This is an optimization exercise on Yosys and OpenROAD, whose aim is small area, not a production implementation.
Function was checked by simulation only, so behaviour that the tests miss may differ from the original.
Power figures rest on the tool's default switching activity, not on a simulated workload.

File: flow/standard.sh
#!/bin/bash
# synth_recipe.tcl (not shown) runs the flow's synth.tcl, then flattens the netlist and writes it again
# the make line also repeats each setting of config.mk as NAME=value (left out here)
make -C /OpenROAD-flow-scripts/flow DESIGN_CONFIG=/design/flow/config.mk WORK_HOME=/design/flow/orfs CLKGATE_MAP_FILE= SYNTH_SCRIPT=/design/flow/synth_recipe.tcl "${@:-finish}"
File: flow/flow/run.sh
#!/bin/bash
set -euo pipefail
export BUFFER_PORTS_ARGS="-buffer_cell sky130_fd_sc_hd__buf_1"
export CTS_ARGS="-sink_clustering_enable -repair_clock_nets -buf_list sky130_fd_sc_hd__clkbuf_4 -dont_use_dummy_load"
bash standard.sh finish > flow_make.log 2>&1
File: flow/constraint.sdc
create_clock -name core_clock -period 5.0 [get_ports {PCLK}]
set_input_delay 1.0000 -clock core_clock [delete_from_list [all_inputs] [get_ports {PCLK}]]
set_output_delay 1.0000 -clock core_clock [all_outputs]
set_load 0.01 [all_outputs]
File: flow/config.mk
export PLATFORM = sky130hd
export DESIGN_NAME = peripheral_gpio_apb4
export DESIGN_NICKNAME = peripheral_gpio_apb4
export VERILOG_FILES = /design/flow/design.v
export SDC_FILE = /design/flow/constraint.sdc
export NUM_CORES = 4
export LEC_CHECK = 0
export CAP_MARGIN = 20
export CORE_MARGIN = 2
export CORE_UTILIZATION = 40
export SLEW_MARGIN = 20
File: flow/design.v
module peripheral_gpio_apb4 #(
  PDATA_SIZE = 32,   
  PADDR_SIZE = 8
) (
  input                         PRESETn,
  input                         PCLK,
  input                         PSEL,
  input                         PENABLE,
  input      [PADDR_SIZE  -1:0] PADDR,
  input                         PWRITE,
  input      [PDATA_SIZE/8-1:0] PSTRB,
  input      [PDATA_SIZE  -1:0] PWDATA,
  output reg [PDATA_SIZE  -1:0] PRDATA,
  output                        PREADY,
  output                        PSLVERR,
  output reg irq_o,
  input      [PDATA_SIZE  -1:0] gpio_i,
  output reg [PDATA_SIZE  -1:0] gpio_o,
  output reg [PDATA_SIZE  -1:0] gpio_oe
);
  localparam W  = PDATA_SIZE;
  localparam NB = PDATA_SIZE / 8;
  assign PREADY  = 1'b1;
  assign PSLVERR = 1'b0;
  wire rst = ~PRESETn;
  wire wr  = PSEL & PENABLE & PWRITE;
  wire a_mode = (PADDR == 0);
  wire a_dir  = (PADDR == 1);
  wire a_out  = (PADDR == 2) | (PADDR == 3);
  wire a_type = (PADDR == 4);
  wire a_lvl0 = (PADDR == 5);
  wire a_lvl1 = (PADDR == 6);
  wire a_stat = (PADDR == 7);
  wire a_ena  = (PADDR == 8);
  reg  [W-1:0] rd_q;
  wire [W-1:0] rdat = rd_q & {W{PRESETn}};   
  reg          pw_mode, pw_dir, pw_out, pw_type, pw_lvl0, pw_lvl1, pw_ena;
  reg [NB-1:0] pw_strb;
  reg [W-1:0] mode_q, dir_q, out_q, type_q, lvl0_q, lvl1_q, ena_q;
  reg [W-1:0] stat_q;
  reg [W-1:0] s1, s2, in_q, dly1, dly2;
  wire [W-1:0] mode_d, dir_d, out_d, type_d, lvl0_d, lvl1_d, ena_d;
  genvar b;
  generate
    for (b = 0; b < NB; b = b + 1) begin : g_byte
      wire e_mode = rst | (pw_mode & pw_strb[b]);
      wire e_dir  = rst | (pw_dir  & pw_strb[b]);
      wire e_out  = rst | (pw_out  & pw_strb[b]);
      wire e_type = rst | (pw_type & pw_strb[b]);
      wire e_lvl0 = rst | (pw_lvl0 & pw_strb[b]);
      wire e_lvl1 = rst | (pw_lvl1 & pw_strb[b]);
      wire e_ena  = rst | (pw_ena  & pw_strb[b]);
      assign mode_d[b*8+:8] = e_mode ? rdat[b*8+:8] : mode_q[b*8+:8];
      assign dir_d [b*8+:8] = e_dir  ? rdat[b*8+:8] : dir_q [b*8+:8];
      assign out_d [b*8+:8] = e_out  ? rdat[b*8+:8] : out_q [b*8+:8];
      assign type_d[b*8+:8] = e_type ? rdat[b*8+:8] : type_q[b*8+:8];
      assign lvl0_d[b*8+:8] = e_lvl0 ? rdat[b*8+:8] : lvl0_q[b*8+:8];
      assign lvl1_d[b*8+:8] = e_lvl1 ? rdat[b*8+:8] : lvl1_q[b*8+:8];
      assign ena_d [b*8+:8] = e_ena  ? rdat[b*8+:8] : ena_q [b*8+:8];
    end
  endgenerate
  wire [W-1:0] clr;
  generate
    for (b = 0; b < NB; b = b + 1) begin : g_clr
      assign clr[b*8+:8] = PWDATA[b*8+:8] & {8{wr & a_stat & PSTRB[b]}};
    end
  endgenerate
  wire [W-1:0] lvl_val = (type_d & dly1) | (~type_d & in_q);
  wire [W-1:0] hit     = (lvl1_d & lvl_val) | (lvl0_d & ~lvl_val);
  wire [W-1:0] tr      = hit & (~type_d | (dly1 ^ dly2));
  wire [W-1:0] stat_d  = (stat_q & ~(clr | {W{rst}})) | tr;
  reg [W-1:0] rsel;
  always @(*) begin
    case (PADDR)
      0:       rsel = mode_d;
      1:       rsel = dir_d;
      2:       rsel = out_d;
      3:       rsel = in_q;
      4:       rsel = type_d;
      5:       rsel = lvl0_d;
      6:       rsel = lvl1_d;
      7:       rsel = stat_q;
      8:       rsel = ena_d;
      default: rsel = {W{1'b0}};
    endcase
  end
  always @(posedge PCLK) begin
    rd_q    <= wr ? PWDATA : rsel;
    pw_mode <= wr & a_mode;
    pw_dir  <= wr & a_dir;
    pw_out  <= wr & a_out;
    pw_type <= wr & a_type;
    pw_lvl0 <= wr & a_lvl0;
    pw_lvl1 <= wr & a_lvl1;
    pw_ena  <= wr & a_ena;
    pw_strb <= PSTRB;
    mode_q <= mode_d;
    dir_q  <= dir_d;
    out_q  <= out_d;
    type_q <= type_d;
    lvl0_q <= lvl0_d;
    lvl1_q <= lvl1_d;
    ena_q  <= ena_d;
    stat_q <= stat_d;
    s1   <= gpio_i;
    s2   <= s1;
    in_q <= s2;
    dly1 <= in_q;
    dly2 <= dly1;
  end
  always @(*) begin
    PRDATA  = rd_q;
    gpio_o  = out_q & ~mode_q;
    gpio_oe = dir_q & ~(mode_q & out_q);
  end
  always @(posedge PCLK, negedge PRESETn) begin
    if (!PRESETn) irq_o <= 1'b0;
    else          irq_o <= |(ena_d & stat_q);
  end
endmodule
==> results.cfg, run 1 <==
[setup_path]
rr_startpoint = pw_ena
cp_max_fo = 10
endpoint = irq_o
worst-setup-path-type = reg2reg
worstPathArrival_ns = 3.76
endpoint_kind = flip-flop
reg2reg_slack_ns = 1.96
reg2reg_depth = 6
r2r_end = irq_o
startpoint_type = flip-flop
cp_data_required_time_ns = 5.73
worstSetupStartpoint = pw_ena

[cts]
ctsLongestPathBuffers = 3
cts_resized = 0
cts_setup_buffers = 0
htree_levels = 3
clk_latency_ns = 0.87
cts_hold_buf = 0
cts_tree = built
cts-root-buf = clkbuf_4
cts.sinks = 460
clk_pin_slew_ns = 0.06
cts_made_buffers = 118

[yosys]
syn_area_per_cell_sq_um = 9.18
ys_warn_count = 1
synth_cell_types = 72
synth_top_cell_area_share = 0.498
ys.flop_type = dfxtp_1
synth_area_sq_mm = 0.0184
synthesis.nets = 2090
async_flop_share = 0.00217
netlist_instances = 2009
synth-edff-count = 0
synth_seq_area_share = 0.500
ys_ff_latch = 460
synth_area_leaders = dfxtp_1 (50%), mux2i_1 (5.7%), nand2_1 (5.4%)
synth_top_cell_by_area = dfxtp_1

[sta]
max_freq_mhz = 329
finClkSkew_ns = 0.0295
grt_setup_unrepaired = no
slew_violations = 0
worstMarginPinSlew_ns = 1.17
tns_ns = 0
setup_ws_ns = 1.96
finalCritPeriodShare = 0.608
slew_headroom = 0.214
final-setup-viol-count = 0
final-hold-violation-count = 0
period_needed_ns = 3.04

[detailed_routing]
drc = 0
antenna_left = 0
avgViaCountPerCell = 5.88
post_drt_wl_per_cell_microns = 23.8
drt-total-wl_microns = 67200
drtIter0Drc = 1863
firstDrtPassIters = 6
num_vias = 16600

[layout]
drive_gt1_frac = 0.118
ff_latch_area_sq_mm = 0.00921
instances_no_fill = 2820
fill_cells = 4549
syn_to_final_growth_pct = 11.1
nets = 2301
postLayoutCoreUtil = 0.450
multi_input_area_sq_mm = 0.00840

[power]
leakage_nw = 8.23
peakVddDrop_mv = 0.148
totalPowerFinal_mw = 6.50
powerDensity_mw_per_mm2 = 317

[place]
place_inst = 2700
port_buffers = 177
gp_congestion = 0.934
dp_slack_ns = 1.25
dp_hpwl_microns = 46600

[die]
die_area_sq_mm = 0.0478
rows = 78
die_x_microns = 219
die_h_microns = 219
coreArea_sq_mm = 0.0455
io-pin-count = 180
start_util = 0.405

[outcome]
status = finished clean

[grt]
grt_pass1_vias = 15900
antenna_found_initial = 5
overflow = 0
grtUsageTotal = 0.276
grt_pass1_wl_microns = 98800
grt_max_degree = 116

[job]
max_cap_viol_count = 0

[min_path]
hold_class = in2async
through the flow:
stage | cell area [sq um] | hold slack, ns
floorplan | 18400 | 0.310
global placement | 19600 | 0.310
detailed placement | 19600 | 0.312
CTS | 20500 | 0.0681
global route | 20500 | 0.104
finish | 20500 | 0.127
Yosys cell counts (5+ instances only):
library cell / n
a2111oi_0: 5
a211o_1: 26
a211oi_1: 31
a21bo_2: 12
a21boi_0: 45
a21o_1: 5
a21oi_1: 150
a221oi_1: 8
a22o_1: 19
a22oi_1: 13
a31o_2: 6
a31oi_1: 11
a32oi_1: 12
and2_1: 9
and3_1: 18
buf_1: 17
buf_2: 40
buf_4: 9
clkbuf_1: 48
dfxtp_1: 459
inv_1: 74
mux2_2: 65
mux2i_1: 105
nand2_1: 264
nand2_2: 5
nand2b_1: 16
nand3_1: 118
nand3b_1: 10
nand4_1: 5
nand4b_1: 24
nor2_1: 120
nor2b_1: 40
nor3_1: 33
nor4_1: 5
o211ai_1: 10
o21ai_0: 72
o21ai_1: 5
o221ai_1: 5
o22ai_1: 20
o32ai_1: 8
or3b_2: 5
critical path, cell delays in order, from the launching register on:
cell	delay, ns
dfxtp_1	0.76
nand2_1	0.56
mux2i_1	0.59
o22ai_1	0.14
nor4_1	0.46
a41o_1	0.28
nand4_1	0.10
report_power, final:
group          switching [mW]  internal [mW]  total (mW)  leakage [nW]
combinational           0.200         0.0736       0.274          3.92
sequential             0.0500           3.74        3.79          3.77
clock                    1.38           1.06        2.44         0.543
cells by family (layout without fill, tap and decap cells):
group	count (synthesis)	in the layout	share of synthesized area
AOI/OAI and AO/OA	494	494	0.179
buffers and inverters	194	403	0.0449
DFF	460	460	0.500
muxes	170	170	0.0967
other	2	4	0.000407
and+or+nand+nor	689	689	0.180
worst min-delay path by stage:
stage                     to
detailed placement  in_q[10]
finish                 irq_o
floorplan            in_q[0]
global placement       s2[1]
global route           irq_o
CTS                    irq_o
final cells by class:
cell class,count,share of cell area
diodes,2,0.000244
repair buffers,208,0.0454
inverters,77,0.0144
flip-flops and latches,460,0.450
multi-input cells,1355,0.410
clock buffers,118,0.0432
well taps,600,0.0367
metal layers:
layer,global-route usage,vias to the layer above,part of all wire,routed length [microns]
met5,0,-,0.00061,41
met4,0.133,6,0.042,2850
met3,0.0617,182,0.093,6270
li1,-,7561,-,-
met1,0.368,7912,0.43,28700
met2,0.423,924,0.44,29300
layout by cell type, fill, tap and decap left out, types with 9 or more instances in the layout:
cell        n
dfxtp_1   459
nand2_1   264
buf_1     173
a21oi_1   150
nor2_1    120
clkbuf_4  119
nand3_1   118
mux2i_1   105
inv_1      74
o21ai_0    72
mux2_2     65
a21boi_0   45
nor2b_1    40
nor3_1     33
a211oi_1   31
buf_4      29
a211o_1    26
nand4b_1   24
o22ai_1    20
a22o_1     19
and3_1     17
nand2b_1   16
a22oi_1    13
a21bo_2    12
a32oi_1    12
a31oi_1    11
o211ai_1   10
nand3b_1   10
and2_1      9
==> run 2, diff against run 1 <==
==> flow/flow/run.sh (replaced) <==
#!/bin/bash
# The standard layout (standard.sh), with these changes to how it is made:
# - synthesis: the same script, but ABC maps the logic with flow/area.abc
#   (Yosys's own ABC script) instead of the flow's speed script;
# - port buffers are buf_1 cells instead of the cell buffer_ports picks;
# - the clock tree uses one buffer type, set clustering, and no dummy loads.
# Each tool's output is in the ORFS logs under orfs/logs; make's own output
# is in flow_make.log.
set -euo pipefail
W=$(pwd)
CTS_BUF=${CTS_BUF:-sky130_fd_sc_hd__clkbuf_4}
CTS_SIZE=${CTS_SIZE:-10}
CTS_DIAM=${CTS_DIAM:-60}

cat > "$W/area_synth.tcl" <<EOT
# ABC with another script; everything else as in synth_recipe.tcl
proc abc {args} {
  set i [lsearch -exact \$args -script]
  if { \$i >= 0 } { set args [lreplace \$args \$i [expr { \$i + 1 }]] }
  yosys abc -script $W/flow/area.abc {*}\$args
}
source $W/synth_recipe.tcl
EOT
sed "s#SYNTH_SCRIPT=[^ ]*#SYNTH_SCRIPT=$W/area_synth.tcl#" standard.sh > area_standard.sh
grep -q "SYNTH_SCRIPT=$W/area_synth.tcl" area_standard.sh

export BUFFER_PORTS_ARGS="-buffer_cell sky130_fd_sc_hd__buf_1"
export CTS_ARGS="-sink_clustering_enable -repair_clock_nets -sink_clustering_size $CTS_SIZE -sink_clustering_max_diameter $CTS_DIAM -buf_list $CTS_BUF -dont_use_dummy_load"
bash area_standard.sh finish > flow_make.log 2>&1
==> flow/flow/area.abc (new file) <==
strash
&get -n
&fraig -x
&put
scorr
dc2
dretime
strash
&get -n
&dch -f
&nf -R 1000
&put
==> run 2 against run 1 <==
Compared with the run above: utilization grew 0.76 points; cell count fell by 15%; power shrank 13%; flip-flop and latch count did not move; combinational power shrank 25%; cell area is 16% lower; clock power decreased by 33%; highest routed layer is now met4; worst hold slack better by 0.19 ns; critical path type is now in2reg; maximum frequency decreased by 0.35%; critical path depth rose by 2.
==> results.cfg, run 2 <==
[layout]
syn_to_final_growth_pct = 12.3
final_cell_mix = dfxtp_1 (459), nand2_1 (345), o21ai_0 (284)
fill_cells = 3757
mostFrequentLayoutCell = dfxtp_1
nets = 1967
drive_gt1_frac = 0.0425
ff_latch_area_sq_mm = 0.00921
multi_input_area_sq_mm = 0.00601

[yosys]
synth_top_cell_area_share = 0.597
synthesis.nets = 1715
ys_warn_count = 1
synth_top_cell_by_area = dfxtp_1
synth_area_sq_mm = 0.0154
syn_area_per_cell_sq_um = 9.42
ys_ff_latch = 460
synth_area_leaders = dfxtp_1 (60%), o21ai_0 (9.2%), nand2_1 (8.4%)
netlist_instances = 1634
synth_common_cells = dfxtp_1 (459), nand2_1 (345), o21ai_0 (284), nand3_1 (77), nor2_1 (55)
synth-edff-count = 0
synth_cell_types = 35
synth_seq_area_share = 0.599
async_flop_share = 0.00217
ys.flop_type = dfxtp_1
synth_most_common_cell = dfxtp_1

[detailed_routing]
drc = 0
num_vias = 13500
firstDrtPassIters = 8
drtIter0Drc = 1291
post_drt_wl_per_cell_microns = 20.9
antenna_left = 0
avgViaCountPerCell = 5.62
drt-total-wl_microns = 50100

[cts]
htree_levels = 2
cts_tree = built
cts_made_buffers = 52
cts.sinks = 460
cts_resized = 0
cts_hold_buf = 0
ctsLongestPathBuffers = 3
clk_pin_slew_ns = 0.11
cts-root-buf = clkbuf_4
cts_setup_buffers = 0
clk_latency_ns = 0.76

[sta]
final-hold-violation-count = 0
tns_ns = 0
grt_setup_unrepaired = no
worstMarginPinSlew_ns = 0.903
finClkSkew_ns = 0.0320
max_freq_mhz = 328
period_needed_ns = 3.05
slew_headroom = 0.398
slew_violations = 0
final-setup-viol-count = 0
finalCritPeriodShare = 0.610
fin_hold_ws_ns = 0.313

[power]
powerDensity_mw_per_mm2 = 326
peakVddDrop_mv = 0.181
leakage_nw = 6.03

[setup_path]
startpoint_type = input port
cp_max_fo = 35
endpoint_kind = flip-flop
worst-setup-path-type = in2reg
cp_data_required_time_ns = 5.64
worstPathArrival_ns = 3.69

[die]
start_util = 0.408
coreArea_sq_mm = 0.0378
rows = 71
die_area_sq_mm = 0.0401
die_h_microns = 200
io-pin-count = 180
die_x_microns = 200

[min_path]
hold_class = reg2reg

[grt]
antenna_found_initial = 2
grt_pass1_vias = 13000
overflow = 0
grt_max_degree = 37
grtUsageTotal = 0.242
grt_pass1_wl_microns = 75800

[place]
gp_congestion = 0.875
dp_hpwl_microns = 33400
port_buffers = 177

[outcome]
status = finished clean

[job]
max_cap_viol_count = 0
-- run 2: power by group --
group / switching [mW] / internal (mW)
Clock: 1.15 / 0.477
Combinational: 0.151 / 0.0547
Sequential: 0.0490 / 3.75
Total: 1.35 / 4.28
-- run 2: final cells by class --
class                   count  area share
multi-input cells        1123       0.347
inverters                  49      0.0106
clock buffers              52      0.0226
diodes                      1    0.000145
flip-flops and latches    460       0.533
well taps                 511      0.0370
repair buffers            200      0.0494
-- run 2: worst max-delay path: stages --
cell and delay [ns]:
clkbuf_4 0.44, and2_0 0.66, o21ai_0 0.30, a222oi_1 0.39, nand2_1 0.11, a221oi_1 0.25, nand4_1 0.12, or3_1 0.40
-- run 2: metal layers --
layer  global-route usage  share of wire  vias to the layer above  wire [microns]
met2                0.398           0.46                      619           23300
met3               0.0426          0.078                      133            3930
met5                    0              0                        -               0
met1                0.314           0.42                     6326           21000
li1                     -              -                     6394               -
met4                0.102          0.038                        0            1900
-- run 2: kinds of logic (layout without fill, tap and decap cells) --
group / after synthesis / after routing / synth area share
AND/OR/NAND/NOR: 567 / 567 / 0.160
AO/OA/AOI/OAI: 554 / 554 / 0.228
flip-flops: 460 / 460 / 0.599
buffers and inverters: 51 / 301 / 0.0129
other: 2 / 3 / 0.000488
-- run 2: path summary, 6_finish.rpt --
check,depth (start not counted),start,to,slack [ns]
max,8,PRESETn,irq_o,1.95
min,0,s2[18],in_q[18],0.31
min reg2reg,0,s2[18],in_q[18],0.31
max reg2reg,8,pw_ena,irq_o,2.22
max in group asynchronous,2,PRESETn,irq_o,4.07
min in group asynchronous,2,PRESETn,irq_o,0.71
-- run 2: stage by stage --
stage                util  total power [mW]  instance area [sq um]  cells  worst slack [ns]
CTS                 0.458              5.69                  17300   2395              2.02
finish              0.458              5.64                  17300   2396              1.95
detailed placement  0.448              4.09                  16900   2343              1.21
global route        0.458              5.87                  17300   2396              1.72
global placement    0.448              4.09                  16900   2343              1.28
floorplan               -              3.96                  15400   1634             0.312
==> run 3, diff against run 2 <==
--- a/flow/flow/run.sh
+++ b/flow/flow/run.sh
@@ -8,9 +8,9 @@
 # is in flow_make.log.
 set -euo pipefail
 W=$(pwd)
-CTS_BUF=${CTS_BUF:-sky130_fd_sc_hd__clkbuf_4}
-CTS_SIZE=${CTS_SIZE:-10}
-CTS_DIAM=${CTS_DIAM:-60}
+CTS_BUF=${CTS_BUF:-sky130_fd_sc_hd__clkbuf_16}
+CTS_SIZE=${CTS_SIZE:-30}
+CTS_DIAM=${CTS_DIAM:-100}
 
 cat > "$W/area_synth.tcl" <<EOT
 # ABC with another script; everything else as in synth_recipe.tcl
==> run 3 against run 2 <==
Compared with the run above: still clean; cell area is 0.48% higher; wire length is 1.4% lower; maximum frequency is 6.9% lower; first-iteration DRC count is 5.9% lower; clock-buffer cell count is 33 lower; cell count is 1.4% lower; power is 2.7% higher; combinational power hardly changed; critical path type unchanged; largest power group unchanged; highest routed layer unchanged.
==> results.cfg, run 3 <==
[cts]
cts_tree = built
ctsLongestPathBuffers = 3
clk_pin_slew_ns = 0.11
htree_levels = 1
clk_latency_ns = 0.54
cts_hold_buf = 0
cts_resized = 0
cts.sinks = 460
cts_made_buffers = 19
cts_setup_buffers = 0
cts-root-buf = clkbuf_16

[layout]
drive_gt1_frac = 0.0254
final_cell_mix = dfxtp_1 (459), nand2_1 (345), o21ai_0 (284)
syn_to_final_growth_pct = 12.8
mostFrequentLayoutCell = dfxtp_1
nets = 1934
final_cell_area_sq_mm = 0.0174
postLayoutCoreUtil = 0.460
fill_cells = 3722
diodes = 0

[setup_path]
endpoint_kind = flip-flop
critPathTopFamily = simple AND/OR/NAND/NOR gates
cp_max_fo = 36
worst-setup-path-type = in2reg
worstPathArrival_ns = 3.72
crit_chain = buf_1, or4_1, nor3b_1, and3_1, buf_12, and3_1, nand2_1, nand3_1, o21ai_0, a21o_1
cpMaxStageDelayCell = or4_1
crit_top_cell = and3_1
startpoint_type = input port
cp_data_required_time_ns = 5.45
slowest_delay_ns = 0.63
crit_buf_inv = 2

[yosys]
ys.flop_type = dfxtp_1
synth_area_sq_mm = 0.0154
synth-compound-area-share = 0.228
synthesis.nets = 1715
syn_area_per_cell_sq_um = 9.42
synth_top_cell_by_area = dfxtp_1
ys_warn_count = 1
synth_mux_area_frac = 0
synth_top_family_by_area = compound AO/OA/AOI/OAI gates
synth_common_cells = dfxtp_1 (459), nand2_1 (345), o21ai_0 (284), nand3_1 (77), nor2_1 (55)
synth_seq_area_share = 0.599
synth_area_leaders = dfxtp_1 (60%), o21ai_0 (9.2%), nand2_1 (8.4%)
synth_most_common_cell = dfxtp_1
synth_cell_types = 35
synthAdderAreaFrac = 0
netlist_instances = 1634
synth_top_cell_area_share = 0.597
ys_ff_latch = 460
synth-edff-count = 0
synth-simple-area-share = 0.160
synth_xor_area_frac = 0
async_flop_share = 0.00217

[sta]
slew_headroom = 0.394
period_needed_ns = 3.27
slew_violations = 0
setup_ws_ns = 1.73
max_freq_mhz = 305
final-setup-viol-count = 0
grt_setup_unrepaired = no
finClkSkew_ns = 0.0460
finalCritPeriodShare = 0.655
final-hold-violation-count = 0
tns_ns = 0
worstMarginPinSlew_ns = 0.909

[die]
die_x_microns = 200
rows = 71
start_util = 0.408
io-pin-count = 180
die_area_sq_mm = 0.0401
die_h_microns = 200
coreArea_sq_mm = 0.0378

[place]
gp_congestion = 0.875
port_buffers = 177
dp_slack_ns = 1.21
dp_hpwl_microns = 33400
place_area_sq_mm = 0.0169

[grt]
grt_pass1_vias = 12600
grt_pass1_wl_microns = 74500
antenna_found_initial = 1
overflow = 0
grt_max_degree = 37
grtUsageTotal = 0.237

[detailed_routing]
drc = 0
drt-total-wl_microns = 49400
firstDrtPassIters = 8
antenna_left = 0
drtIter0Drc = 1215
post_drt_wl_per_cell_microns = 20.9
num_vias = 13300
avgViaCountPerCell = 5.64

[power]
cellInternalPower_mw = 4.50
leakage_nw = 6.02
p_clk_frac = 0.308
p_switching_mw = 1.29
peakVddDrop_mv = 0.233
swShare = 0.223
powerDensity_mw_per_mm2 = 333
p_seq_frac = 0.657
comb_power_share = 0.036

[outcome]
status = finished clean

[min_path]
hold_class = reg2reg

[job]
max_cap_viol_count = 0
run 3: power by group through the flow:
stage | registers, mW | logic [mW] | clock network [mW]
global route | 3.81 | 0.222 | 1.95
finish | 3.80 | 0.206 | 1.78
global placement | 3.88 | 0.201 | 0
CTS | 3.80 | 0.203 | 1.84
detailed placement | 3.89 | 0.202 | 0
floorplan | 3.87 | 0.0863 | 0
run 3: routing by layer:
metal,vias to the layer above,wire length (microns),global-route usage
li1,6316,-,-
met1,6361,21300,0.313
met2,532,23200,0.398
met3,110,3130,0.0303
met4,0,1820,0.0850
met5,-,0,0
run 3: worst paths after layout:
check,startpoint,to,slack [ns],cells past startpoint
worst max-delay path,PADDR[5],stat_q[22],1.73,10
worst min register to register,s1[11],s2[11],0.33,0
max in group asynchronous,PRESETn,irq_o,3.85,2
worst max register to register,pw_strb[2],rd_q[21],2.26,9
worst min-delay path,s1[11],s2[11],0.33,0
min in group asynchronous,PRESETn,irq_o,0.93,2
run 3: cell type report:
class / instances / area, sq um / area share
Multi-Input combinational cell: 1123 / 6010 / 0.346
Tap cell: 511 / 639 / 0.0368
Inverter: 49 / 184 / 0.0106
Clock buffer: 19 / 475 / 0.0274
Sequential cell: 460 / 9210 / 0.530
Timing Repair Buffer: 200 / 853 / 0.0491
run 3: logic make-up after synthesis:
kind of cell / Yosys count
buffers and inverters: 51
other: 2
flip-flops: 460
AND/OR/NAND/NOR: 567
AO/OA/AOI/OAI: 554
run 3: per-stage QoR:
stage	instances	power [mW]	hold WS [ns]
after floorplan	1634	3.96	0.310
after global placement	2343	4.09	0.310
after detailed placement	2343	4.09	0.312
after CTS	2362	5.84	0.334
after global routing	2362	5.99	0.338
final	2362	5.79	0.335
==> run 4, diff against run 3 <==
--- a/flow/flow/run.sh
+++ b/flow/flow/run.sh
@@ -8,9 +8,9 @@
 # is in flow_make.log.
 set -euo pipefail
 W=$(pwd)
-CTS_BUF=${CTS_BUF:-sky130_fd_sc_hd__clkbuf_16}
-CTS_SIZE=${CTS_SIZE:-30}
-CTS_DIAM=${CTS_DIAM:-100}
+CTS_BUF=${CTS_BUF:-sky130_fd_sc_hd__clkbuf_8}
+CTS_SIZE=${CTS_SIZE:-16}
+CTS_DIAM=${CTS_DIAM:-80}
 
 cat > "$W/area_synth.tcl" <<EOT
 # ABC with another script; everything else as in synth_recipe.tcl
==> run 4 against run 3 <==
Compared with the run above: global-route usage up 0.38 points; cell count up 0.64%; largest power group unchanged; first-iteration DRC count up 3.5%; clock-buffer cell count up 15; synthesized cell count unchanged; non-clock buffer count unchanged; area after synthesis unchanged; via count up 0.50%; wire length up 0.99%; sequential power about the same.
==> results.cfg, run 4 <==
[setup_path]
worst-setup-path-type = in2reg
endpoint_kind = flip-flop
rr_startpoint = pw_ena
reg2reg_slack_ns = 2.23
reg2reg_depth = 8
worstPathArrival_ns = 3.68
critPathTopFamily = simple AND/OR/NAND/NOR gates
r2r_end = irq_o
cp_max_fo = 36
slowest_delay_ns = 0.62
crit_top_cell = and3_1
cpMaxStageDelayCell = or4_1
crit_buf_inv = 2
cp_data_required_time_ns = 5.46
crit_chain = buf_1, or4_1, nor3b_1, and3_1, buf_12, and3_1, nand2_1, nand3_1, o21ai_0, a21o_1
startpoint_type = input port

[sta]
slew_violations = 0
worstMarginPinSlew_ns = 0.903
grt_setup_unrepaired = no
max_freq_mhz = 311
tns_ns = 0
final-setup-viol-count = 0
slew_headroom = 0.398
final-hold-violation-count = 0
fin_hold_ws_ns = 0.318
finClkSkew_ns = 0.0250
period_needed_ns = 3.22
finalCritPeriodShare = 0.643

[detailed_routing]
firstDrtPassIters = 9
num_vias = 13400
drtIter0Drc = 1258
antenna_left = 0
drt-total-wl_microns = 49900
drc = 0
post_drt_wl_per_cell_microns = 21.0
avgViaCountPerCell = 5.63

[layout]
final_cell_mix = dfxtp_1 (459), nand2_1 (345), o21ai_0 (284)
syn_to_final_growth_pct = 12.8
nets = 1949
fill_cells = 3747
mostFrequentLayoutCell = dfxtp_1
diodes = 0
drive_gt1_frac = 0.0332
postLayoutCoreUtil = 0.460

[place]
port_buffers = 177
gp_congestion = 0.875
dp_hpwl_microns = 33400

[outcome]
status = finished clean

[cts]
cts_resized = 0
cts_tree = built
htree_levels = 2
cts-root-buf = clkbuf_8
cts_setup_buffers = 0
cts_hold_buf = 0
cts.sinks = 460
clk_pin_slew_ns = 0.11
cts_made_buffers = 34
clk_latency_ns = 0.58
ctsLongestPathBuffers = 3

[yosys]
synth_top_cell_area_share = 0.597
netlist_instances = 1634
synth_area_leaders = dfxtp_1 (60%), o21ai_0 (9.2%), nand2_1 (8.4%)
ys_warn_count = 1
synth_seq_area_share = 0.599
syn_area_per_cell_sq_um = 9.42
async_flop_share = 0.00217
synth-edff-count = 0
synth_most_common_cell = dfxtp_1
synth_cell_types = 35
synth_area_sq_mm = 0.0154
synthesis.nets = 1715
ys.flop_type = dfxtp_1
ys_ff_latch = 460
synth_top_cell_by_area = dfxtp_1
synth_common_cells = dfxtp_1 (459), nand2_1 (345), o21ai_0 (284), nand3_1 (77), nor2_1 (55)

[grt]
grt_pass1_vias = 12800
antenna_found_initial = 1
grt_max_degree = 37
grt_pass1_wl_microns = 75200
grtUsageTotal = 0.241
overflow = 0

[die]
io-pin-count = 180
die_h_microns = 200
die_area_sq_mm = 0.0401
start_util = 0.408
coreArea_sq_mm = 0.0378
die_x_microns = 200
rows = 71

[job]
max_cap_viol_count = 0

[min_path]
hold_class = reg2reg
hold_end = in_q[5]
holdPathStages = 0
holdCritStartpoint = s2[5]

[power]
peakVddDrop_mv = 0.201
leakage_nw = 6.03
p_seq_frac = 0.659
p_clk_frac = 0.305
powerDensity_mw_per_mm2 = 332
totalPowerFinal_mw = 5.77
comb_power_share = 0.036
swShare = 0.233
cellInternalPower_mw = 4.42
p_switching_mw = 1.34
==> run 4: cell counts after synthesis <==
No cell type changed its count.
==> run 4: worst reg2reg max path, stage by stage, from the launching register on <==
cell	delay, ns
dfxtp_1	0.40
nand2_1	0.14
and2_0	0.58
o21ai_0	0.30
a222oi_1	0.38
nand2_1	0.10
a221oi_1	0.25
nand4_1	0.12
or3_1	0.40
==> run 4: through the flow <==
step	std cells	setup slack, ns	cell area [sq um]
after CTS	2377	1.83	17400
after global placement	2343	1.28	16900
after floorplan	1634	0.312	15400
final	2377	1.78	17400
after global routing	2377	1.52	17400
after detailed placement	2343	1.21	16900
==> run 4: kinds of logic (layout without fill, tap and decap cells) <==
logic type             Yosys count  after routing  share of synthesized area
and+or+nand+nor                567            567                      0.160
AOI/OAI and AO/OA              554            554                      0.228
DFF                            460            460                      0.599
buffers and inverters           51            283                     0.0129
other                            2              2                   0.000488
==> run 4: worst max path at each step <==
stage                 endpoint  slack (ns)  cells past startpoint  startpoint
finish              stat_q[22]        1.78                     10    PADDR[5]
CTS                    rd_q[4]        1.83                      8    PADDR[5]
global route             irq_o        1.52                      8     PRESETn
floorplan             rd_q[23]        0.31                      5    PADDR[5]
global placement       rd_q[4]        1.28                      8    PADDR[5]
detailed placement       irq_o        1.21                      8     PRESETn
==> run 4: final cells by class <==
cell class | instances | area [sq um] | share of cell area
Sequential cell | 460 | 9210 | 0.531
Multi-Input combinational cell | 1123 | 6010 | 0.346
Timing Repair Buffer | 200 | 853 | 0.0491
Tap cell | 511 | 639 | 0.0368
Clock buffer | 34 | 468 | 0.0269
Inverter | 49 | 184 | 0.0106
==> run 4: power groups by stage <==
stage	clock (mW)	combinational [mW]	sequential [mW]
6_report	1.76	0.205	3.80
4_1_cts	1.81	0.203	3.80
5_1_grt	1.95	0.222	3.81
3_3_place_gp	0	0.201	3.88
3_5_place_dp	0	0.202	3.89
2_1_floorplan	0	0.0863	3.87
==> run 4: layer usage <==
layer	track usage	routed length [microns]
met3	0.0389	3480
met2	0.399	23300
met4	0.0933	1710
met5	0	0
met1	0.315	21300
==> run 5, diff against run 4 <==
--- a/flow/design.v
+++ b/flow/design.v
@@ -69,23 +69,21 @@
   wire [W-1:0] hit     = (lvl1_d & lvl_val) | (lvl0_d & ~lvl_val);
   wire [W-1:0] tr      = hit & (~type_d | (dly1 ^ dly2));
   wire [W-1:0] stat_d  = (stat_q & ~(clr | {W{rst}})) | tr;
-  reg [W-1:0] rsel;
-  always @(*) begin
-    case (PADDR)
-      0:       rsel = mode_d;
-      1:       rsel = dir_d;
-      2:       rsel = out_d;
-      3:       rsel = in_q;
-      4:       rsel = type_d;
-      5:       rsel = lvl0_d;
-      6:       rsel = lvl1_d;
-      7:       rsel = stat_q;
-      8:       rsel = ena_d;
-      default: rsel = {W{1'b0}};
-    endcase
-  end
+  wire        wsel = wr;
+  wire        rdok = ~wr;
+  wire [W-1:0] rsel =
+      ({W{rdok & (PADDR == 0)}} & mode_d) |
+      ({W{rdok & (PADDR == 1)}} & dir_d) |
+      ({W{rdok & (PADDR == 2)}} & out_d) |
+      ({W{rdok & (PADDR == 3)}} & in_q) |
+      ({W{rdok & (PADDR == 4)}} & type_d) |
+      ({W{rdok & (PADDR == 5)}} & lvl0_d) |
+      ({W{rdok & (PADDR == 6)}} & lvl1_d) |
+      ({W{rdok & (PADDR == 7)}} & stat_q) |
+      ({W{rdok & (PADDR == 8)}} & ena_d) |
+      ({W{wsel}} & PWDATA);
   always @(posedge PCLK) begin
-    rd_q    <= wr ? PWDATA : rsel;
+    rd_q    <= rsel;
     pw_mode <= wr & a_mode;
     pw_dir  <= wr & a_dir;
     pw_out  <= wr & a_out;
--- a/flow/config.mk
+++ b/flow/config.mk
@@ -5,7 +5,8 @@
 export SDC_FILE = /design/flow/constraint.sdc
 export NUM_CORES = 4
 export LEC_CHECK = 0
-export CAP_MARGIN = 20
+export CAP_MARGIN = 10
 export CORE_MARGIN = 2
-export CORE_UTILIZATION = 40
-export SLEW_MARGIN = 20
+export CORE_UTILIZATION = 60
+export GPL_TIMING_DRIVEN = 0
+export SLEW_MARGIN = 10
==> run 5 against run 4 <==
Compared with the run above: utilization is 22 points higher; power is 1.5% lower; still clean on timing, DRC and antenna; highest routed layer unchanged; setup slack worse by 0.18 ns.
==> results.cfg, run 5 <==
[yosys]
syn_area_per_cell_sq_um = 9.50
ys.flop_type = dfxtp_1
synth_seq_area_share = 0.604
synth_xor_area_frac = 0
synth_top_cell_area_share = 0.602
synth-edff-count = 0
synth_most_common_cell = dfxtp_1
ys_ff_latch = 460
synth_area_sq_mm = 0.0153
synth_cell_types = 34
synth_top_cell_by_area = dfxtp_1
ys_warn_count = 1
async_flop_share = 0.00217
synth-simple-area-share = 0.163
netlist_instances = 1607
synth_area_leaders = dfxtp_1 (60%), o21ai_0 (9.1%), nand2_1 (8.8%)
synthesis.nets = 1688
synth_common_cells = dfxtp_1 (459), nand2_1 (356), o21ai_0 (276), a222oi_1 (60), nand3_1 (58)
synth_top_family_by_area = compound AO/OA/AOI/OAI gates
synthAdderAreaFrac = 0
synth-compound-area-share = 0.221
synth_mux_area_frac = 0

[layout]
instances_no_fill = 2171
drive_gt1_frac = 0.0359
nets = 1920
syn_to_final_growth_pct = 12.5
postLayoutCoreUtil = 0.684
mostFrequentLayoutCell = dfxtp_1
final_cell_mix = dfxtp_1 (459), nand2_1 (356), o21ai_0 (276)

[power]
powerDensity_mw_per_mm2 = 331
swShare = 0.225
p_clk_frac = 0.304
comb_power_share = 0.030
p_switching_mw = 1.28
cellInternalPower_mw = 4.40
leakage_nw = 6.00
totalPowerFinal_mw = 5.68
p_seq_frac = 0.666
peakVddDrop_mv = 0.238

[grt]
grt_max_degree = 36
overflow = 0
antenna_found_initial = 4
grtUsageTotal = 0.337
grt_pass1_wl_microns = 69400
grt_pass1_vias = 12800

[setup_path]
worst-setup-path-type = in2reg
reg2reg_slack_ns = 2.02
cpMaxStageDelayCell = nor3b_2
r2r_end = irq_o
endpoint_kind = flip-flop
worstPathArrival_ns = 3.89
crit_chain = buf_1, or4_1, nor3_1, nor3b_2, buf_8, buf_4, a222oi_1, clkinv_1, a221oi_1, nand3_1
cp_data_required_time_ns = 5.49
slowest_delay_ns = 0.90
rr_startpoint = pw_ena
startpoint_type = input port
reg2reg_depth = 9
cp_max_fo = 9

[sta]
max_freq_mhz = 294
slew_headroom = 0.320
setup_ws_ns = 1.60
finalCritPeriodShare = 0.679
worstMarginPinSlew_ns = 1.02
period_needed_ns = 3.40
final-setup-viol-count = 0
grt_setup_unrepaired = no
final-hold-violation-count = 0
slew_violations = 0
finClkSkew_ns = 0.0360

[die]
die_area_sq_mm = 0.0267
die_h_microns = 163
io-pin-count = 180
die_x_microns = 163
coreArea_sq_mm = 0.0251
rows = 58
start_util = 0.608

[job]
max_cap_viol_count = 0

[cts]
clk_pin_slew_ns = 0.10
cts_hold_buf = 0
cts_setup_buffers = 0
ctsLongestPathBuffers = 3
cts_tree = built
cts_made_buffers = 34
htree_levels = 2
clk_latency_ns = 0.57
cts-root-buf = clkbuf_8
cts_resized = 0
cts.sinks = 460

[detailed_routing]
drc = 0
post_drt_wl_per_cell_microns = 21.1
drtIter0Drc = 1854
avgViaCountPerCell = 6.18
firstDrtPassIters = 7
num_vias = 13400
antenna_left = 0
drt-total-wl_microns = 45800

[place]
dp_hpwl_microns = 29900
place_inst = 2133
dp_slack_ns = 1.14
gp_congestion = 0.847
port_buffers = 177

[outcome]
status = finished clean

[min_path]
hold_end = in_q[11]
holdCritStartpoint = s2[11]
hold_class = reg2reg
holdPathStages = 0
==> run 5: changes by cell type after synthesis, moves of 6 or more <==
cell      change
a221o_1       -6
a22o_1       -11
a222oi_1     +28
o211ai_1      -6
o21a_1       -16
nand3_1      -19
a221oi_1     -31
a22oi_1      +27
nand2b_1      +6
o21ai_0       -8
a32oi_1       +6
nand2_1      +11
a21oi_1      -15
==> run 5: worst max path at each step <==
stage | from | endpoint | slack (ns) | cells after the start
after CTS | PADDR[5] | rd_q[2] | 1.71 | 10
after global placement | PWRITE | rd_q[2] | -3.26 | 7
after floorplan | PADDR[5] | rd_q[2] | 0.62 | 7
final | PADDR[5] | rd_q[2] | 1.60 | 10
after global routing | PADDR[5] | rd_q[2] | 1.46 | 10
after detailed placement | PADDR[5] | rd_q[2] | 1.14 | 10
==> run 5: area by class of cell <==
cell class,count,area [sq um]
flip-flops and latches,460,9210
fillers,2157,7930
multi-input cells,1098,5910
repair buffers,196,973
clock buffers,34,468
well taps,330,413
inverters,47,176
plain buffers,2,15.0
diodes,4,10.0
==> run 5: power groups by stage <==
stage | logic (mW) | clock network, mW | registers, mW
floorplan | 0.0677 | 0 | 3.86
global placement | 0.157 | 0 | 3.86
detailed placement | 0.165 | 0 | 3.87
CTS | 0.166 | 1.75 | 3.78
global route | 0.182 | 1.86 | 3.79
finish | 0.170 | 1.73 | 3.78
==> run 5: layer usage <==
metal	routed length [microns]	vias to the layer above	part of all wire	GRT usage
met5	0	-	0	0
met4	1600	0	0.035	0.141
met3	5120	126	0.11	0.0681
met2	20700	753	0.45	0.540
met1	18300	6268	0.40	0.448
li1	-	6260	-	-
==> run 5: critical path: cells and delay by family <==
family / cells / cell delay, ns
AO/OA/AOI/OAI: 2 / 0.18
AND/OR/NAND/NOR: 4 / 2.06
buffers and inverters: 4 / 0.63
==> run 5: kinds of logic after synthesis <==
logic type / Yosys count
buffers and inverters: 49
and+or+nand+nor: 570
other: 2
DFF: 460
AOI/OAI and AO/OA: 526
==> run 5: metrics by stage <==
stage / area [sq um] / TNS [ns] / hold slack, ns
6_report: 17200 / 0 / 0.309
5_1_grt: 17200 / 0 / 0.318
4_1_cts: 17200 / 0 / 0.317
3_5_place_dp: 16700 / 0 / 0.312
3_3_place_gp: 16300 / -354.36 / 0.310
2_1_floorplan: 15300 / 0 / 0.310
==> run 6, diff against run 5 <==
--- a/flow/config.mk
+++ b/flow/config.mk
@@ -5,8 +5,8 @@
 export SDC_FILE = /design/flow/constraint.sdc
 export NUM_CORES = 4
 export LEC_CHECK = 0
-export CAP_MARGIN = 10
+export CAP_MARGIN = 20
 export CORE_MARGIN = 2
-export CORE_UTILIZATION = 60
+export CORE_UTILIZATION = 70
 export GPL_TIMING_DRIVEN = 0
-export SLEW_MARGIN = 10
+export SLEW_MARGIN = 20
==> run 6 against run 5 <==
Compared with the run above: die area decreased by 14%; setup slack lost 0.054 ns; sequential power about the same; clock power is essentially flat; maximum frequency shrank 1.6%; global-route usage increased by 4.0 points; still clean on timing, DRC and antenna; first-iteration DRC count up 4.9%; clock skew shrank 0.012 ns; sequential share of layout area up 0.18 points.
==> results.cfg, run 6 <==
[sta]
max_freq_mhz = 290
grt_setup_unrepaired = no
final-hold-violation-count = 0
tns_ns = 0
finalCritPeriodShare = 0.690
final-setup-viol-count = 0
slew_violations = 0
period_needed_ns = 3.45
setup_ws_ns = 1.55
slew_headroom = 0.400
finClkSkew_ns = 0.0238
worstMarginPinSlew_ns = 0.896

[layout]
postLayoutCoreUtil = 0.792
final_cell_mix = dfxtp_1 (459), nand2_1 (356), o21ai_0 (276)
final_cell_area_sq_mm = 0.0171
mostFrequentLayoutCell = dfxtp_1
nets = 1920
syn_to_final_growth_pct = 12.1
drive_gt1_frac = 0.0359
fill_cells = 1537

[power]
peakVddDrop_mv = 0.291
powerDensity_mw_per_mm2 = 331
leakage_nw = 6.01
totalPowerFinal_mw = 5.66

[die]
die_h_microns = 152
coreArea_sq_mm = 0.0216
die_area_sq_mm = 0.0230
start_util = 0.706
io-pin-count = 180
die_x_microns = 152
rows = 54

[grt]
overflow = 0
grt_pass1_wl_microns = 66900
grt_max_degree = 43
antenna_found_initial = 3
grtUsageTotal = 0.377
grt_pass1_vias = 12700

[yosys]
ys.flop_type = dfxtp_1
synth-compound-area-share = 0.221
synth_seq_area_share = 0.604
synth_top_family_by_area = compound AO/OA/AOI/OAI gates
ys_warn_count = 1
synth_area_sq_mm = 0.0153
synth_area_leaders = dfxtp_1 (60%), o21ai_0 (9.1%), nand2_1 (8.8%)
synthAdderAreaFrac = 0
synth_most_common_cell = dfxtp_1
synth_xor_area_frac = 0
synth_top_cell_area_share = 0.602
syn_area_per_cell_sq_um = 9.50
synth_common_cells = dfxtp_1 (459), nand2_1 (356), o21ai_0 (276), a222oi_1 (60), nand3_1 (58)
netlist_instances = 1607
synth_top_cell_by_area = dfxtp_1
synth-simple-area-share = 0.163
synth-edff-count = 0
async_flop_share = 0.00217
synthesis.nets = 1688
synth_mux_area_frac = 0
synth_cell_types = 34
ys_ff_latch = 460

[place]
dp_hpwl_microns = 29800
dp_slack_ns = 1.02
place_area_sq_mm = 0.0166
port_buffers = 177
gp_congestion = 0.916

[detailed_routing]
post_drt_wl_per_cell_microns = 21.2
antenna_left = 0
num_vias = 13700
drtIter0Drc = 1944
drc = 0
drt-total-wl_microns = 44800
avgViaCountPerCell = 6.48
firstDrtPassIters = 11

[setup_path]
reg2reg_depth = 9
rr_startpoint = pw_ena
cp_max_fo = 36
worst-setup-path-type = in2reg
endpoint_kind = flip-flop
reg2reg_slack_ns = 2.04
crit_chain = buf_2, buf_16, buf_16, buf_12, and2_0, nand2_1, o21ai_0, a222oi_1, nand2_1, a221oi_1, nand4_1, or3_1
cpMaxStageDelayCell = a222oi_1
cp_data_required_time_ns = 5.44
worstPathArrival_ns = 3.89
r2r_end = irq_o
startpoint_type = input port
slowest_delay_ns = 0.43

[cts]
cts_setup_buffers = 0
htree_levels = 2
cts-root-buf = clkbuf_8
cts_hold_buf = 0
cts_tree = built
clk_pin_slew_ns = 0.10
cts_made_buffers = 34
cts_resized = 0
cts.sinks = 460
clk_latency_ns = 0.56
ctsLongestPathBuffers = 3

[min_path]
holdPathStages = 0
holdCritStartpoint = s2[5]
hold_class = reg2reg
hold_end = in_q[5]

[outcome]
status = finished clean

[job]
max_cap_viol_count = 0
==> run 6: changes by cell type in the layout (fill, tap and decap cells not counted) <==
cell | before | now
buf_16 | 3 | 6
buf_12 | 6 | 3
and3_2 | 2 | 1
and3_4 | 0 | 1
diode_2 | 4 | 1
buf_4 | 6 | 8
buf_8 | 2 | 0
==> run 6: logic make-up (layout without fill, tap and decap cells) <==
logic type,Yosys count,after routing
AOI/OAI and AO/OA,526,526
buffers and inverters,49,279
DFF,460,460
other,2,3
and+or+nand+nor,570,570
==> run 6: how the worst max path moves through the flow <==
stage	startpoint	endpoint	slack [ns]	cells after the start
4_1_cts	PRESETn	irq_o	1.58	12
5_1_grt	PRESETn	irq_o	1.43	12
3_3_place_gp	PWRITE	rd_q[2]	-3.07	7
2_1_floorplan	PADDR[5]	rd_q[2]	0.62	7
3_5_place_dp	PRESETn	irq_o	1.02	12
6_report	PRESETn	irq_o	1.55	12
==> run 6: area by class of cell <==
| type | count | area (sq um) | share of cell area |
|---|---|---|---|
| repair buffers | 196 | 981 | 0.0573 |
| multi-input cells | 1098 | 5910 | 0.345 |
| inverters | 47 | 176 | 0.0103 |
| flip-flops and latches | 460 | 9210 | 0.538 |
| clock buffers | 34 | 468 | 0.0273 |
| plain buffers | 2 | 15.0 | 0.000877 |
| diodes | 1 | 2.50 | 0.000146 |
| well taps | 280 | 350 | 0.0205 |
==> run 6: through the flow <==
stage | hold slack, ns | std cells
6_report | 0.324 | 2118
5_1_grt | 0.334 | 2117
4_1_cts | 0.330 | 2117
3_5_place_dp | 0.312 | 2083
3_3_place_gp | 0.310 | 2064
2_1_floorplan | 0.310 | 1607
==> run 6: where the power goes <==
group | switching, mW | total, mW | leakage, nW | internal [mW]
Sequential | 0.0429 | 3.78 | 3.78 | 3.74
Combinational | 0.120 | 0.171 | 1.99 | 0.0510
Clock | 1.09 | 1.71 | 0.244 | 0.616
Total | 1.26 | 5.66 | 6.01 | 4.41
==> run 6: critical path: cells and delay by family <==
family / cells / cell delay (ns)
AOI/OAI and AO/OA: 3 / 0.84
buffers and inverters: 4 / 0.86
and+or+nand+nor: 5 / 1.17
==> run 6: metal layers <==
metal  wire, microns  part of all wire  track usage  vias up
li1                -                 -            -     6274
met3            5930              0.13       0.0746      156
met4            1660             0.037        0.176        4
met1           17000              0.38        0.505     6360
met2           20200              0.45        0.592      938
met5              24           0.00054            0        -
==> run 7, diff against run 6 <==
--- a/flow/config.mk
+++ b/flow/config.mk
@@ -7,6 +7,5 @@
 export LEC_CHECK = 0
 export CAP_MARGIN = 20
 export CORE_MARGIN = 2
-export CORE_UTILIZATION = 70
-export GPL_TIMING_DRIVEN = 0
+export CORE_UTILIZATION = 40
 export SLEW_MARGIN = 20
==> run 7 against run 6 <==
Compared with the run above: cell count is 11% higher; clock skew is 0.00089 ns higher; combinational power hardly changed; maximum frequency is 7.6% higher; still clean; register-to-register slack better by 0.16 ns; wire length is 10% higher; global-route usage is 13 points lower; highest routed layer unchanged; largest power group unchanged; sequential share of layout area is 0.37 points lower; sequential power hardly changed; power is 1.0% higher.
==> results.cfg, run 7 <==
[sta]
period_needed_ns = 3.21
final-setup-viol-count = 0
slew_headroom = 0.255
slew_violations = 0
tns_ns = 0
finClkSkew_ns = 0.0247
max_freq_mhz = 312
final-hold-violation-count = 0
worstMarginPinSlew_ns = 1.11
fin_hold_ws_ns = 0.326
finalCritPeriodShare = 0.641
grt_setup_unrepaired = no
setup_ws_ns = 1.79

[detailed_routing]
drt-total-wl_microns = 49400
drc = 0
num_vias = 13300
firstDrtPassIters = 6
post_drt_wl_per_cell_microns = 21.0
avgViaCountPerCell = 5.67
drtIter0Drc = 1880
antenna_left = 0

[yosys]
synthesis.nets = 1688
synth-simple-area-share = 0.163
ys_warn_count = 1
syn_area_per_cell_sq_um = 9.50
synth_top_family_by_area = compound AO/OA/AOI/OAI gates
ys.flop_type = dfxtp_1
synth_seq_area_share = 0.604
synth_mux_area_frac = 0
ys_ff_latch = 460
synth_most_common_cell = dfxtp_1
synth_common_cells = dfxtp_1 (459), nand2_1 (356), o21ai_0 (276), a222oi_1 (60), nand3_1 (58)
synth_top_cell_by_area = dfxtp_1
synthAdderAreaFrac = 0
async_flop_share = 0.00217
synth_area_sq_mm = 0.0153
synth_top_cell_area_share = 0.602
synth-edff-count = 0
synth_area_leaders = dfxtp_1 (60%), o21ai_0 (9.1%), nand2_1 (8.8%)
netlist_instances = 1607
synth_xor_area_frac = 0
synth-compound-area-share = 0.221
synth_cell_types = 34

[power]
totalPowerFinal_mw = 5.72
cellInternalPower_mw = 4.40
p_clk_frac = 0.309
comb_power_share = 0.030
leakage_nw = 5.96
p_switching_mw = 1.32
swShare = 0.230
peakVddDrop_mv = 0.157
powerDensity_mw_per_mm2 = 332
p_seq_frac = 0.661

[setup_path]
endpoint_kind = flip-flop
worst-setup-path-type = in2reg
worstPathArrival_ns = 3.68
r2r_end = irq_o
endpoint = stat_q[12]
crit_top_cell = nand2_1
cp_max_fo = 8
slowest_delay_ns = 0.68
cpMaxStageDelayCell = and2_0
worstSetupStartpoint = PADDR[5]
reg2reg_slack_ns = 2.20
crit_chain = buf_1, or4_1, nor2_1, nand2_1, nor3_1, and2_0, nand2_1, a32oi_1, nand2_1
reg2reg_depth = 9
startpoint_type = input port
rr_startpoint = pw_ena
cp_data_required_time_ns = 5.47

[layout]
syn_to_final_growth_pct = 12.9
postLayoutCoreUtil = 0.459
final_cell_mix = dfxtp_1 (459), nand2_1 (356), o21ai_0 (276)
ff_latch_area_sq_mm = 0.00921
fill_cells = 3666
mostFrequentLayoutCell = dfxtp_1
nets = 1921
multi_input_area_sq_mm = 0.00589
drive_gt1_frac = 0.0354

[place]
port_buffers = 177
gp_congestion = 0.879
dp_slack_ns = 1.28
dp_hpwl_microns = 32900

[grt]
antenna_found_initial = 2
grt_pass1_vias = 12600
grtUsageTotal = 0.246
overflow = 0
grt_max_degree = 33
grt_pass1_wl_microns = 73900

[cts]
cts_setup_buffers = 0
cts_tree = built
htree_levels = 2
cts_made_buffers = 34
ctsLongestPathBuffers = 3
cts_hold_buf = 0
clk_pin_slew_ns = 0.10
cts-root-buf = clkbuf_8
cts_resized = 0
clk_latency_ns = 0.58
cts.sinks = 460

[job]
max_cap_viol_count = 0

[die]
io-pin-count = 180
die_h_microns = 199
start_util = 0.406
coreArea_sq_mm = 0.0376
die_x_microns = 199
die_area_sq_mm = 0.0397
rows = 71

[min_path]
hold_class = reg2reg

[outcome]
status = finished clean
run 7: how the worst min path moves through the flow:
stage,cells past startpoint,end,start
finish,0,in_q[16],s2[16]
global route,0,in_q[16],s2[16]
CTS,0,in_q[16],s2[16]
detailed placement,0,in_q[20],s2[20]
global placement,0,s2[9],s1[9]
floorplan,0,in_q[0],s2[0]
run 7: metal layers:
metal / track usage / up-vias / routed length [microns]
li1: - / 6262 / -
met4: 0.106 / 2 / 1920
met2: 0.370 / 657 / 21300
met5: 0 / - / 16
met1: 0.337 / 6279 / 21200
met3: 0.0560 / 129 / 4950
run 7: final cells by class:
type	instances	area share
multi-input combinational	1098	0.342
timing repair buffer	199	0.0491
clock buffer	34	0.0272
sequential	460	0.535
antenna	1	0.000145
tap	511	0.0371
inverter	47	0.0102
run 7: kinds of logic after synthesis:
| logic type | Yosys count |
|---|---|
| other cells | 2 |
| buf+inv | 49 |
| simple gates | 570 |
| compound gates | 526 |
| flops | 460 |
run 7: power by group through the flow:
stage	clock (mW)	combinational [mW]	sequential, mW
after floorplan	0	0.0677	3.86
after global placement	0	0.168	3.87
after detailed placement	0	0.168	3.87
after CTS	1.81	0.168	3.78
after global routing	1.95	0.184	3.79
final	1.77	0.171	3.78
run 7: critical path: cells and delay by family:
kind | cells | cell delay [ns]
simple gates | 7 | 2.37
compound gates | 1 | 0.24
buf+inv | 1 | 0.06
run 7: stage by stage:
step	area, sq um	cells
after floorplan	15300	1607
after global placement	16800	2315
after detailed placement	16800	2315
after CTS	17200	2349
after global routing	17200	2349
final	17200	2350
==> run 8, diff against run 7 <==
==> flow/flow/area.abc (replaced) <==
strash
&get -n
&fraig -x
&put
scorr
dc2
dretime
strash
&get -n
&dch -f
&nf -R 1000 -p -F 8 -A 4 -C 32
&put
==> run 8 against run 7 <==
Compared with the run above: still clean on timing, DRC and antenna; clock skew rose by 0.024 ns; sequential power barely moved; cell count fell by 1.6%; combinational power barely moved; power fell by 0.13%; global-route usage barely moved; area after synthesis fell by 0.73%; wire length rose by 0.12%; non-clock buffer count fell by 4; utilization fell by 0.32 points; clock-buffer cell count did not move; sequential share of layout area rose by 0.50 points; critical endpoint is now rd_q[25]; highest routed layer is now met4.
==> results.cfg, run 8 <==
[setup_path]
cp_data_required_time_ns = 5.52
cpMaxStageDelayCell = nor3_2
startpoint_type = input port
cp_max_fo = 23
worstPathArrival_ns = 3.78
crit_chain = buf_1, or4_1, nor2_1, nand2_1, nor3_2, buf_4, a22oi_1, o21ai_0, a21oi_1, nand3_1
slowest_delay_ns = 0.86
worst-setup-path-type = in2reg
endpoint_kind = flip-flop

[cts]
clk_pin_slew_ns = 0.11
clk_latency_ns = 0.59
cts_setup_buffers = 0
htree_levels = 2
cts_made_buffers = 34
cts_resized = 0
cts_hold_buf = 0
cts.sinks = 460
cts_tree = built
cts-root-buf = clkbuf_8
ctsLongestPathBuffers = 3

[sta]
max_freq_mhz = 307
slew_headroom = 0.286
finClkSkew_ns = 0.0487
grt_setup_unrepaired = no
worstMarginPinSlew_ns = 1.07
slew_violations = 0
period_needed_ns = 3.25
final-hold-violation-count = 0
tns_ns = 0
finalCritPeriodShare = 0.651
final-setup-viol-count = 0
setup_ws_ns = 1.75

[detailed_routing]
num_vias = 13300
drc = 0
drtIter0Drc = 1654
avgViaCountPerCell = 5.74
firstDrtPassIters = 9
antenna_left = 0
post_drt_wl_per_cell_microns = 21.4
drt-total-wl_microns = 49500

[yosys]
synth_area_sq_mm = 0.0152
netlist_instances = 1575
syn_area_per_cell_sq_um = 9.62
ys_ff_latch = 460
synth_top_cell_area_share = 0.606
synth-edff-count = 0
synth_cell_types = 28
synth_most_common_cell = dfxtp_1
synth_common_cells = dfxtp_1 (459), nand2_1 (345), o21ai_0 (278), a222oi_1 (80)
ys.flop_type = dfxtp_1
ys_warn_count = 1
async_flop_share = 0.00217
synth_top_cell_by_area = dfxtp_1
synthesis.nets = 1656
synth_area_leaders = dfxtp_1 (61%), o21ai_0 (9.2%), nand2_1 (8.5%)
synth_seq_area_share = 0.608

[die]
start_util = 0.404
die_area_sq_mm = 0.0394
die_x_microns = 199
die_h_microns = 199
rows = 71
io-pin-count = 180
coreArea_sq_mm = 0.0375

[power]
leakage_nw = 5.85
powerDensity_mw_per_mm2 = 335
peakVddDrop_mv = 0.187

[grt]
grt_max_degree = 44
overflow = 0
grtUsageTotal = 0.246
grt_pass1_vias = 12700
grt_pass1_wl_microns = 73700
antenna_found_initial = 0

[layout]
final_cell_mix = dfxtp_1 (459), nand2_1 (345), o21ai_0 (278)
drive_gt1_frac = 0.0344
ff_latch_area_sq_mm = 0.00921
syn_to_final_growth_pct = 12.7
multi_input_area_sq_mm = 0.00580
mostFrequentLayoutCell = dfxtp_1
diodes = 0
nets = 1885
fill_cells = 3745

[place]
gp_congestion = 0.864
port_buffers = 177
dp_slack_ns = 1.23
dp_hpwl_microns = 32700

[min_path]
hold_class = reg2reg

[job]
max_cap_viol_count = 0

[outcome]
status = finished clean
-- run 8: cell count changes in the layout (fill, tap and decap cells not counted), moves of 8 or more --
cell | previous run | this run
nand3_1 | 58 | 44
a31oi_1 | 17 | 8
nor2_1 | 48 | 40
a21oi_1 | 28 | 40
o211ai_1 | 20 | 10
a222oi_1 | 60 | 80
a22oi_1 | 43 | 31
nand2_1 | 356 | 345
nand4_1 | 8 | 22
-- run 8: cell families after synthesis --
logic type | after synthesis | synth area share
buffers and inverters | 43 | 0.0111
flip-flops | 460 | 0.608
AO/OA/AOI/OAI | 513 | 0.217
other | 2 | 0.000496
AND/OR/NAND/NOR | 557 | 0.163
-- run 8: path summary, 6_finish.rpt --
| path | from | to | slack, ns | cells after the start |
|---|---|---|---|---|
| worst max-delay path | PADDR[5] | rd_q[25] | 1.75 | 10 |
| max in group asynchronous | PRESETn | irq_o | 3.95 | 2 |
| worst max register to register | pw_ena | irq_o | 2.06 | 7 |
| min in group asynchronous | PRESETn | irq_o | 0.90 | 2 |
| worst min register to register | dly1[12] | dly2[12] | 0.32 | 0 |
| worst min-delay path | dly1[12] | dly2[12] | 0.32 | 0 |
-- run 8: layout make-up --
class / instances / share of cell area
Clock buffer: 34 / 0.0274
Inverter: 41 / 0.00901
Multi-Input combinational cell: 1072 / 0.339
Sequential cell: 460 / 0.540
Tap cell: 511 / 0.0374
Timing Repair Buffer: 195 / 0.0470
-- run 8: power breakdown --
part	total [mW]	switching [mW]	internal, mW
registers	3.78	0.0437	3.74
clock network	1.76	1.14	0.616
logic	0.170	0.125	0.0451
total	5.71	1.31	4.40
-- run 8: critical path: cells and delay by family --
kind            cells  cell delay (ns)
simple gates        5             1.89
compound gates      3             0.28
buf+inv             2             0.59
-- run 8: metal layers --
layer | track usage | vias up | part of all wire
li1 | - | 6187 | -
met1 | 0.327 | 6221 | 0.42
met2 | 0.393 | 734 | 0.45
met3 | 0.0432 | 139 | 0.098
met4 | 0.107 | 0 | 0.038
met5 | 0 | - | 0
-- run 8: stage by stage --
step	hold WS [ns]	power (mW)	instances	utilization	area, sq um
2_1_floorplan	0.310	3.92	1575	-	15200
3_3_place_gp	0.311	4.03	2279	0.443	16600
3_5_place_dp	0.312	4.03	2279	0.443	16600
4_1_cts	0.315	5.76	2313	0.455	17100
5_1_grt	0.315	5.91	2313	0.455	17100
6_report	0.319	5.71	2313	0.455	17100
==> run 9, diff against run 8 <==
--- a/flow/design.v
+++ b/flow/design.v
@@ -23,7 +23,7 @@
   assign PREADY  = 1'b1;
   assign PSLVERR = 1'b0;
   wire rst = ~PRESETn;
-  wire wr  = PSEL & PENABLE & PWRITE;
+  wire wr  = PSEL & PENABLE & PWRITE & PRESETn;   
   wire a_mode = (PADDR == 0);
   wire a_dir  = (PADDR == 1);
   wire a_out  = (PADDR == 2) | (PADDR == 3);
==> run 9 against run 8 <==
Compared with the run above: register-to-register slack lost 0.14 ns; largest power group unchanged; maximum frequency shrank 1.3%; highest routed layer is now met5; utilization grew 0.081 points.
==> results.cfg, run 9 <==
[outcome]
status = finished clean

[yosys]
synth_top_cell_area_share = 0.610
synth_cell_types = 30
netlist_instances = 1544
synth_seq_area_share = 0.611
synth_common_cells = dfxtp_1 (459), nand2_1 (370), o21ai_0 (283), a222oi_1 (90), nand4_1 (34)
synth-edff-count = 0
synth_area_sq_mm = 0.0151
ys_warn_count = 1
synth_area_leaders = dfxtp_1 (61%), o21ai_0 (9.4%), nand2_1 (9.2%)
ys.flop_type = dfxtp_1
synthesis.nets = 1625
synth_most_common_cell = dfxtp_1
async_flop_share = 0.00217
syn_area_per_cell_sq_um = 9.76
synth_top_cell_by_area = dfxtp_1
ys_ff_latch = 460

[setup_path]
rr_startpoint = pw_ena
startpoint_type = input port
cp_max_fo = 19
worstSetupStartpoint = PADDR[5]
endpoint_kind = flip-flop
worst-setup-path-type = in2reg
cp_data_required_time_ns = 5.49
worstPathArrival_ns = 3.79

[grt]
overflow = 0
grt_pass1_wl_microns = 73200
grtUsageTotal = 0.244
grt_pass1_vias = 12500
antenna_found_initial = 2
grt_max_degree = 36

[sta]
max_freq_mhz = 303
finClkSkew_ns = 0.0397
slew_headroom = 0.361
slew_violations = 0
period_needed_ns = 3.30
grt_setup_unrepaired = no
tns_ns = 0
finalCritPeriodShare = 0.660
final-hold-violation-count = 0
final-setup-viol-count = 0
fin_hold_ws_ns = 0.318
worstMarginPinSlew_ns = 0.959

[detailed_routing]
drt-total-wl_microns = 48800
num_vias = 13200
drc = 0
avgViaCountPerCell = 5.79
post_drt_wl_per_cell_microns = 21.3
firstDrtPassIters = 10
antenna_left = 0
drtIter0Drc = 1677

[power]
peakVddDrop_mv = 0.178
powerDensity_mw_per_mm2 = 333
swShare = 0.227
totalPowerFinal_mw = 5.68
cellInternalPower_mw = 4.39
p_clk_frac = 0.308
leakage_nw = 5.81
p_seq_frac = 0.665
p_switching_mw = 1.29
comb_power_share = 0.026

[die]
die_h_microns = 198
rows = 71
die_x_microns = 198
io-pin-count = 180
start_util = 0.403
coreArea_sq_mm = 0.0374
die_area_sq_mm = 0.0392

[min_path]
hold_class = reg2reg
holdCritStartpoint = s2[13]

[cts]
cts_hold_buf = 0
ctsLongestPathBuffers = 3
clk_latency_ns = 0.58
cts_made_buffers = 34
cts_resized = 0
cts.sinks = 460
clk_pin_slew_ns = 0.10
cts-root-buf = clkbuf_8
htree_levels = 2
cts_setup_buffers = 0
cts_tree = built

[layout]
final_cell_mix = dfxtp_1 (459), nand2_1 (370), o21ai_0 (283)
drive_gt1_frac = 0.0367
syn_to_final_growth_pct = 13.2
mostFrequentLayoutCell = dfxtp_1
postLayoutCoreUtil = 0.456
nets = 1856
instances_no_fill = 2285

[job]
max_cap_viol_count = 0

[place]
gp_congestion = 0.864
port_buffers = 177
dp_hpwl_microns = 32700
place_inst = 2249
-- run 9: changes by cell type in the layout (fill, tap and decap cells not counted), sizes merged, moves of 10 or more --
cell and delta:
nor2 -28, nand4 +12, clkinv -21, nand2 +25, nand3 -11, a21oi -16
a222oi +10
-- run 9: logic make-up (layout without fill, tap and decap cells) --
family,Yosys count,count (layout),share of synthesized area
buffers and inverters,22,251,0.00598
other,2,3,0.000498
AOI/OAI and AO/OA,501,501,0.215
DFF,460,460,0.611
and+or+nand+nor,559,559,0.167
-- run 9: path summary, 6_finish.rpt --
path | slack (ns) | depth (start not counted) | endpoint
min in group asynchronous | 0.90 | 2 | irq_o
max in group asynchronous | 3.81 | 2 | irq_o
worst min-delay path | 0.32 | 0 | in_q[13]
worst min register to register | 0.32 | 0 | in_q[13]
worst max register to register | 1.92 | 7 | irq_o
worst max-delay path | 1.70 | 7 | rd_q[10]
-- run 9: worst max-delay path, cell delays in order --
cell and delay (ns):
buf_1 0.06, or4_1 0.62, nor3_1 0.43, nor3b_4 0.87
buf_4 0.48, a222oi_1 0.17, nand4_1 0.14
-- run 9: per-stage QoR --
| stage | setup slack [ns] | instance area (sq um) |
|---|---|---|
| after floorplan | 0.322 | 15100 |
| after global placement | 1.27 | 16600 |
| after detailed placement | 1.20 | 16600 |
| after CTS | 1.82 | 17000 |
| after global routing | 1.67 | 17100 |
| final | 1.70 | 17100 |
-- run 9: power groups by stage --
stage               clock network (mW)  registers, mW  logic [mW]
finish                            1.75           3.78       0.151
global route                      1.94           3.79       0.161
CTS                               1.81           3.78       0.148
detailed placement                   0           3.86       0.148
global placement                     0           3.86       0.147
floorplan                            0           3.85      0.0566
-- run 9: metal layers --
metal  track usage  up-vias  wire (microns)
met1         0.335     6257           20700
met5             0        -              13
met2         0.374      728           21600
li1              -     6139               -
met4         0.106        2            1690
met3        0.0480      104            4730
-- run 9: layout make-up --
type	count	area [sq um]
clock buffers	34	468
multi-input cells	1062	5820
fillers	3679	20300
well taps	511	639
repair buffers	197	843
diodes	1	2.50
inverters	20	75.1
flip-flops and latches	460	9210

## static timing again, ports no longer ideal
No port has a modelled driver above. Below, the same layouts with a new extraction and two added sets of constraints.
Step 1 sets driving cells, clkbuf_16 on the clock port and buf_2 on the other inputs (assumed; they add their load-dependent delay and slew).
Step 2 moves the port delays by t, midway between the first and last clock arrival at a register: inputs arrive t later, outputs are due t later. That takes back most of the time a late clock gives input paths.
a / b / c = ideal ports / drivers / drivers and shift; a / b = the first two.
run | t, ns | setup WS [ns] | hold slack, ns | worst setup path after step 2
run 1 | 0.911 | 1.962 / 1.962 / 1.140 | 0.127 / 0.105 / 0.311 | input to register
run 2 | 0.784 | 1.952 / 1.970 / 1.186 | 0.313 / 0.310 / 0.313 | input to register
run 3 | 0.573 | 1.725 / 1.756 / 1.184 | 0.335 / 0.335 / 0.335 | input to register
run 4 | 0.621 | 1.784 / 1.812 / 1.191 | 0.318 / 0.318 / 0.318 | input to register
run 5 | 0.602 | 1.604 / 1.631 / 1.029 | 0.309 / 0.309 / 0.309 | input to register
run 6 | 0.593 | 1.550 / 1.572 / 0.979 | 0.324 / 0.324 / 0.324 | input to register
run 7 | 0.619 | 1.794 / 1.819 / 1.201 | 0.326 / 0.326 / 0.326 | input to register
run 8 | 0.609 | 1.745 / 1.770 / 1.160 | 0.319 / 0.319 / 0.319 | input to register
run 9 | 0.607 | 1.701 / 1.730 / 1.122 | 0.318 / 0.318 / 0.318 | input to register
After both steps every run listed still meets setup and hold. For run 1, which loses most, drivers alone change the setup slack by 0.000 ns; drivers and shift together by -0.822 ns.
